What follows belongs to an exercise in optimizing a design on an open flow for small area and a short achievable clock period; a production flow would make more cautious choices.
RTL that was checked went through simulation tests only; none was proved equivalent to the original.
Power figures rest on the tool's default switching activity, not on a simulated workload.

## pcore_exe
module pcore_exe (
    input  logic          clk,
    input  logic          rst_n,                  
    input  logic [196:0]  id2exe_data_i,          
    input  logic [40:0]   id2exe_ctrl_i,          
    input  logic [3:0]    fwd2exe_i,              
    input  logic [31:0]   lsu2exe_fb_alu_result_i,
    input  logic [31:0]   wrb2exe_fb_rd_data_i,
    output logic [66:0]   exe2div_o,              
    output logic [95:0]   exe2lsu_data_o,         
    output logic [20:0]   exe2lsu_ctrl_o,         
    output logic [112:0]  exe2csr_data_o,         
    output logic [9:0]    exe2csr_ctrl_o,         
    output logic [12:0]   exe2fwd_o,              
    output logic [31:0]   exe2if_fb_o             
);
wire [31:0] rs1_data      = id2exe_data_i[196:165];
wire [31:0] rs2_data      = id2exe_data_i[164:133];
wire [31:0] instr         = id2exe_data_i[132:101];
wire [31:0] pc            = id2exe_data_i[100:69];
wire [31:0] pc_next       = id2exe_data_i[68:37];
wire [31:0] imm           = id2exe_data_i[36:5];
wire [3:0]  exc_code      = id2exe_data_i[4:1];
wire        instr_flushed = id2exe_data_i[0];
wire [3:0]  alu_i_ops     = id2exe_ctrl_i[40:37];
wire [2:0]  alu_m_ops     = id2exe_ctrl_i[36:34];
  ...
==> flow/config.mk <==
export PLATFORM = sky130hd
export DESIGN_NAME = pcore_exe
export DESIGN_NICKNAME = pcore_exe
export VERILOG_FILES = /design/flow/design.v
export SDC_FILE = /design/flow/constraint.sdc
export NUM_CORES = 4
export LEC_CHECK = 0
export CAP_MARGIN = 20
export CORE_MARGIN = 2
export CORE_UTILIZATION = 40
export SETUP_SLACK_MARGIN = 5.0
export SLEW_MARGIN = 20
export TNS_END_PERCENT = 0
==> flow/constraint.sdc <==
create_clock -name core_clock -period 12.0 [get_ports {clk}]
set_input_delay 2.4000 -clock core_clock [delete_from_list [all_inputs] [get_ports {clk}]]
set_output_delay 2.4000 -clock core_clock [all_outputs]
set_load 0.01 [all_outputs]
standard.sh (not shown) runs the stock make flow with config.mk's settings and CLKGATE_MAP_FILE= SYNTH_SCRIPT=/design/flow/synth_recipe.tcl, a recipe that flattens the netlist after the stock synthesis.
==> flow/flow/run.sh <==
#!/bin/bash
# Layout flow: the standard synthesis and layout, with two changes that
# leave the design's function and registers as the standard synthesis makes
# them:
#  - after synthesis, flow/fa_polarity.py removes inverters around the full
#    adders by complementing the inputs and outputs of some of them (a full
#    adder is self-dual), and
#  - the port buffers are sky130_fd_sc_hd__buf_1 rather than the default
#    delay buffer.
set -euo pipefail
RES=orfs/results/sky130hd/pcore_exe/base
bash standard.sh synth > synth.log 2>&1
cp $RES/1_2_yosys.v $RES/1_2_yosys_standard.v
python3 flow/fa_polarity.py $RES/1_2_yosys_standard.v $RES/1_2_yosys.v > polarity.log 2>&1
rm -f $RES/1_synth.odb $RES/1_synth.sdc
export BUFFER_PORTS_ARGS="-buffer_cell sky130_fd_sc_hd__buf_1"
bash standard.sh SETUP_SLACK_MARGIN=5.75 finish > layout.log 2>&1
Other scripts of this flow, unchanged in this note and not shown: flow/flow/fa_polarity.py
The baseline passed the timing, design-rule and antenna checks.
Change:
Settings changed: TNS_END_PERCENT 0 to default.
After rerunning:
- The new run went through all stages and came out clean
- area after synthesis stays the same
- design area is higher by 12%
- routed wire length climbs by 5.4%
- setup slack improves by 0.025 ns
Change:
--- a/flow/flow/run.sh
+++ b/flow/flow/run.sh
@@ -17 +17 @@
-bash standard.sh SETUP_SLACK_MARGIN=5.75 finish > layout.log 2>&1
+bash standard.sh > layout.log 2>&1
Outcome:
- The changed run completed without violations
- power went down by 9.6%
- cell area falls by 10%
- count of clock-buffer cells in the layout does not change
- die area stays the same
- wire length went down by 6.4%
- core utilization came out lower by 5.7 points
- worst hold slack improved by 0.0093 ns
- setup slack degrades by 0.25 ns
- final cell count fell by 3.1%
Function was not checked in any run of this note: the RTL went through the layout flow alone.

========
## try-yarrow
pcore_exe, a different RTL version from the one above (not shown whole).
Size: ~44000 um2 of cells after synthesis.
clock: 12.0 ns
lec_check: 0
cap_margin: 20
core_margin: 2
core_utilization: 45
cts_cluster_diameter: 60
cts_cluster_size: 40
setup_slack_margin: 5.0
slew_margin: 20
tns_end_percent: 0
==> flow/flow/run.sh <==
#!/bin/bash
# Layout flow: the standard synthesis and layout, with two changes that
# leave the design's function and registers as the standard synthesis makes
# them:
#  - after synthesis, flow/fa_polarity.py removes inverters around the full
#    adders by complementing the inputs and outputs of some of them (a full
#    adder is self-dual), and
#  - the port buffers are sky130_fd_sc_hd__buf_1 rather than the default
#    delay buffer.
set -euo pipefail
RES=orfs/results/sky130hd/pcore_exe/base
bash standard.sh synth > synth.log 2>&1
cp $RES/1_2_yosys.v $RES/1_2_yosys_standard.v
python3 flow/fa_polarity.py $RES/1_2_yosys_standard.v $RES/1_2_yosys.v > polarity.log 2>&1
rm -f $RES/1_synth.odb $RES/1_synth.sdc
export BUFFER_PORTS_ARGS="-buffer_cell sky130_fd_sc_hd__buf_1"
bash standard.sh > layout.log 2>&1
Other scripts of this flow, unchanged in this note and not shown: flow/flow/fa_polarity.py
Here is what was changed in the inputs of try-xenon compared with try-yarrow.
# try-yarrow
export LEC_CHECK = 0
export CAP_MARGIN = 20
export CORE_MARGIN = 2
export CORE_UTILIZATION = 45
export CTS_CLUSTER_DIAMETER = 60
export CTS_CLUSTER_SIZE = 40
export SETUP_SLACK_MARGIN = 5.0
export SLEW_MARGIN = 20
export TNS_END_PERCENT = 0
create_clock -name core_clock -period 12.0 [get_ports {clk}]
# try-xenon
export LEC_CHECK = 0
export CAP_MARGIN = 10
export CORE_MARGIN = 2
export CORE_UTILIZATION = 55
export CTS_BUF_LIST = sky130_fd_sc_hd__clkbuf_4 sky130_fd_sc_hd__clkbuf_8
export SETUP_SLACK_MARGIN = 5.0
export SLEW_MARGIN = 10
export TNS_END_PERCENT = 0
create_clock -name core_clock -period 12.0 [get_ports {clk}]
try-xenon: all stages complete, timing, DRC and antenna checks passed. Route | try-xenon vs try-yarrow | wire shorter in try-xenon. try-yarrow → try-xenon: proportion of layout cells with a drive suffix above 1 now sits higher; via total after detailed routing closely matched the old numbers.
Modified inputs, try-amber compared to try-xenon
# try-xenon
export LEC_CHECK = 0
export CAP_MARGIN = 10
export CORE_MARGIN = 2
export CORE_UTILIZATION = 55
export CTS_BUF_LIST = sky130_fd_sc_hd__clkbuf_4 sky130_fd_sc_hd__clkbuf_8
export SETUP_SLACK_MARGIN = 5.0
export SLEW_MARGIN = 10
export TNS_END_PERCENT = 0
create_clock -name core_clock -period 12.0 [get_ports {clk}]
# try-amber
export LEC_CHECK = 0
export CAP_MARGIN = 20
export CORE_MARGIN = 2
export CORE_UTILIZATION = 45
export CTS_CLUSTER_DIAMETER = 80
export CTS_CLUSTER_SIZE = 30
export GPL_TIMING_DRIVEN = 0
export SETUP_SLACK_MARGIN = 5.0
export SLEW_MARGIN = 20
export TNS_END_PERCENT = 0
create_clock -name core_clock -period 12.0 [get_ports {clk}]
Going from try-xenon to try-amber, worst hold slack +110 ps, worst vdd rail ir drop +99%, signed area change from the synthesized netlist to the final layout +1.6 points, cell row count +11, share of the core filled with cells in the final layout -11 points.
Looking at post-detailed-placement half-perimeter wirelength across both flows, try-amber is the weaker of the two, with try-xenon ahead.
#### Input delta (try-zinc over try-amber)
# try-amber
export LEC_CHECK = 0
export CAP_MARGIN = 20
export CORE_MARGIN = 2
export CORE_UTILIZATION = 45
export CTS_CLUSTER_DIAMETER = 80
export CTS_CLUSTER_SIZE = 30
export GPL_TIMING_DRIVEN = 0
export SETUP_SLACK_MARGIN = 5.0
export SLEW_MARGIN = 20
export TNS_END_PERCENT = 0
create_clock -name core_clock -period 12.0 [get_ports {clk}]
# try-zinc
export LEC_CHECK = 0
export CAP_MARGIN = 20
export CORE_MARGIN = 2
export CORE_UTILIZATION = 45
export CTS_CLUSTER_DIAMETER = 80
export CTS_CLUSTER_SIZE = 30
export SETUP_SLACK_MARGIN = 5.0
export SLEW_MARGIN = 20
export TNS_END_PERCENT = 0
create_clock -name core_clock -period 12.0 [get_ports {clk}]
Findings:
Diff try-amber -> try-zinc: signal arrival time at the worst endpoint now sits lower, part of the cycle the worst path needs now sits lower, setup fix buffers added after clock tree synthesis now sits lower.
For total power density per cell area, dividing the value from try-amber by the value from try-zinc gives 1.12.
Compared with try-amber, in try-zinc total routed wirelength dropped about 14%, core utilization went down 0.80 points.

========
Another version of the RTL of pcore_exe (not shown whole).
For scale: ~4700 cells after synthesis, roughly 660 I/O pins.
==> flow/config.mk <==
export PLATFORM = sky130hd
export DESIGN_NAME = pcore_exe
export DESIGN_NICKNAME = pcore_exe
export VERILOG_FILES = /design/flow/design.v
export SDC_FILE = /design/flow/constraint.sdc
export NUM_CORES = 4
export LEC_CHECK = 0
export CAP_MARGIN = 20
export CORE_MARGIN = 2
export CORE_UTILIZATION = 40
export SETUP_SLACK_MARGIN = 5.0
export SLEW_MARGIN = 20
==> flow/constraint.sdc <==
create_clock -name core_clock -period 12.0 [get_ports {clk}]
set_input_delay 2.4000 -clock core_clock [delete_from_list [all_inputs] [get_ports {clk}]]
set_output_delay 2.4000 -clock core_clock [all_outputs]
set_load 0.01 [all_outputs]
==> flow/flow/run.sh <==
#!/bin/bash
# Layout flow: the standard synthesis and layout, with two changes that
# leave the design's function and registers as the standard synthesis makes
# them:
#  - after synthesis, flow/fa_polarity.py removes inverters around the full
#    adders by complementing the inputs and outputs of some of them (a full
#    adder is self-dual), and
#  - the port buffers are sky130_fd_sc_hd__buf_1 rather than the default
#    delay buffer, and
#  - repair_timing aims at a setup slack of 6.5 ns (SETUP_SLACK_MARGIN).
set -euo pipefail
RES=orfs/results/sky130hd/pcore_exe/base
bash standard.sh synth > synth.log 2>&1
cp $RES/1_2_yosys.v $RES/1_2_yosys_standard.v
python3 flow/fa_polarity.py $RES/1_2_yosys_standard.v $RES/1_2_yosys.v > polarity.log 2>&1
rm -f $RES/1_synth.odb $RES/1_synth.sdc
export BUFFER_PORTS_ARGS="-buffer_cell sky130_fd_sc_hd__buf_1"
bash standard.sh SETUP_SLACK_MARGIN=6.5 finish > layout.log 2>&1
Other scripts of this flow, unchanged in this note and not shown: flow/flow/fa_polarity.py
The baseline ran to the end with no violations.
Then changed:
--- a/flow/flow/run.sh
+++ b/flow/flow/run.sh
@@ -8,4 +8,3 @@
 #  - the port buffers are sky130_fd_sc_hd__buf_1 rather than the default
-#    delay buffer, and
-#  - repair_timing aims at a setup slack of 6.5 ns (SETUP_SLACK_MARGIN).
+#    delay buffer.
 set -euo pipefail
@@ -17,2 +16,2 @@
 export BUFFER_PORTS_ARGS="-buffer_cell sky130_fd_sc_hd__buf_1"
-bash standard.sh SETUP_SLACK_MARGIN=6.5 finish > layout.log 2>&1
+bash standard.sh SETUP_SLACK_MARGIN=5.75 finish > layout.log 2>&1
Settings changed: TNS_END_PERCENT set to 0.
=>
- first-iteration DRC count is lower by about 2.7%
- final cell count is lower by about 5%
- hold slack gets worse by 0.0044 ns
- total power is lower by 9.4%
- count of clock-buffer cells in the layout is lower by 4
- design area came out lower by 15%
- synthesized cell count stays the same
- setup slack gets better by 0.043 ns
- sequential share of layout area came out higher by 2.3 points
- non-clock buffer count falls by 353
- die area does not change

what the ideal ports hide:
How much do the figures lean on ideal ports? The routed layouts below were timed once more, with nothing changed but the port constraints. Step 1 (the two cells are an assumption about what drives the block):
set clk [get_ports {clk}]
set_driving_cell -lib_cell sky130_fd_sc_hd__clkbuf_16 $clk
set_driving_cell -lib_cell sky130_fd_sc_hd__buf_2 [delete_from_list [all_inputs] $clk]
Step 2 also shifts input and output timing later by t, the mid clock arrival at the registers, as if the neighbouring blocks saw the same clock. a / b / c = ideal / step 1 / step 2; a / b = the first two.
run	t (ns)	setup WS [ns]	hold slack, ns	slew at the worst register clock pin (ns)
the first run of note 1	0.759	5.097 / 5.025 / 4.280	1.876 / 1.822 / 2.581	0.07 / 0.07
the second run of note 1	0.774	5.122 / 5.140 / 4.367	1.882 / 1.827 / 2.600	0.07 / 0.07
the third run of note 1	0.743	4.876 / 4.795 / 4.310	1.892 / 1.837 / 2.580	0.07 / 0.07
try-yarrow	0.722	4.887 / 4.822 / 4.218	1.918 / 1.882 / 2.605	0.08 / 0.08
try-xenon	0.823	4.777 / 4.707 / 4.091	1.817 / 1.782 / 2.605	0.07 / 0.07
try-amber	0.692	4.465 / 4.439 / 3.787	1.927 / 1.885 / 2.577	0.12 / 0.12
try-zinc	0.689	4.867 / 4.833 / 4.209	1.950 / 1.912 / 2.601	0.11 / 0.11
the first run of note 3	0.718	4.867 / 4.793 / 4.426	1.940 / 1.891 / 2.609	0.08 / 0.08
the second run of note 3	0.713	4.910 / 4.877 / 4.243	1.935 / 1.892 / 2.605	0.08 / 0.08
After both steps setup and hold are still met in every run listed. For the first run of note 1, which loses most, drivers alone change the setup slack by -0.072 ns; drivers and shift together by -0.817 ns.
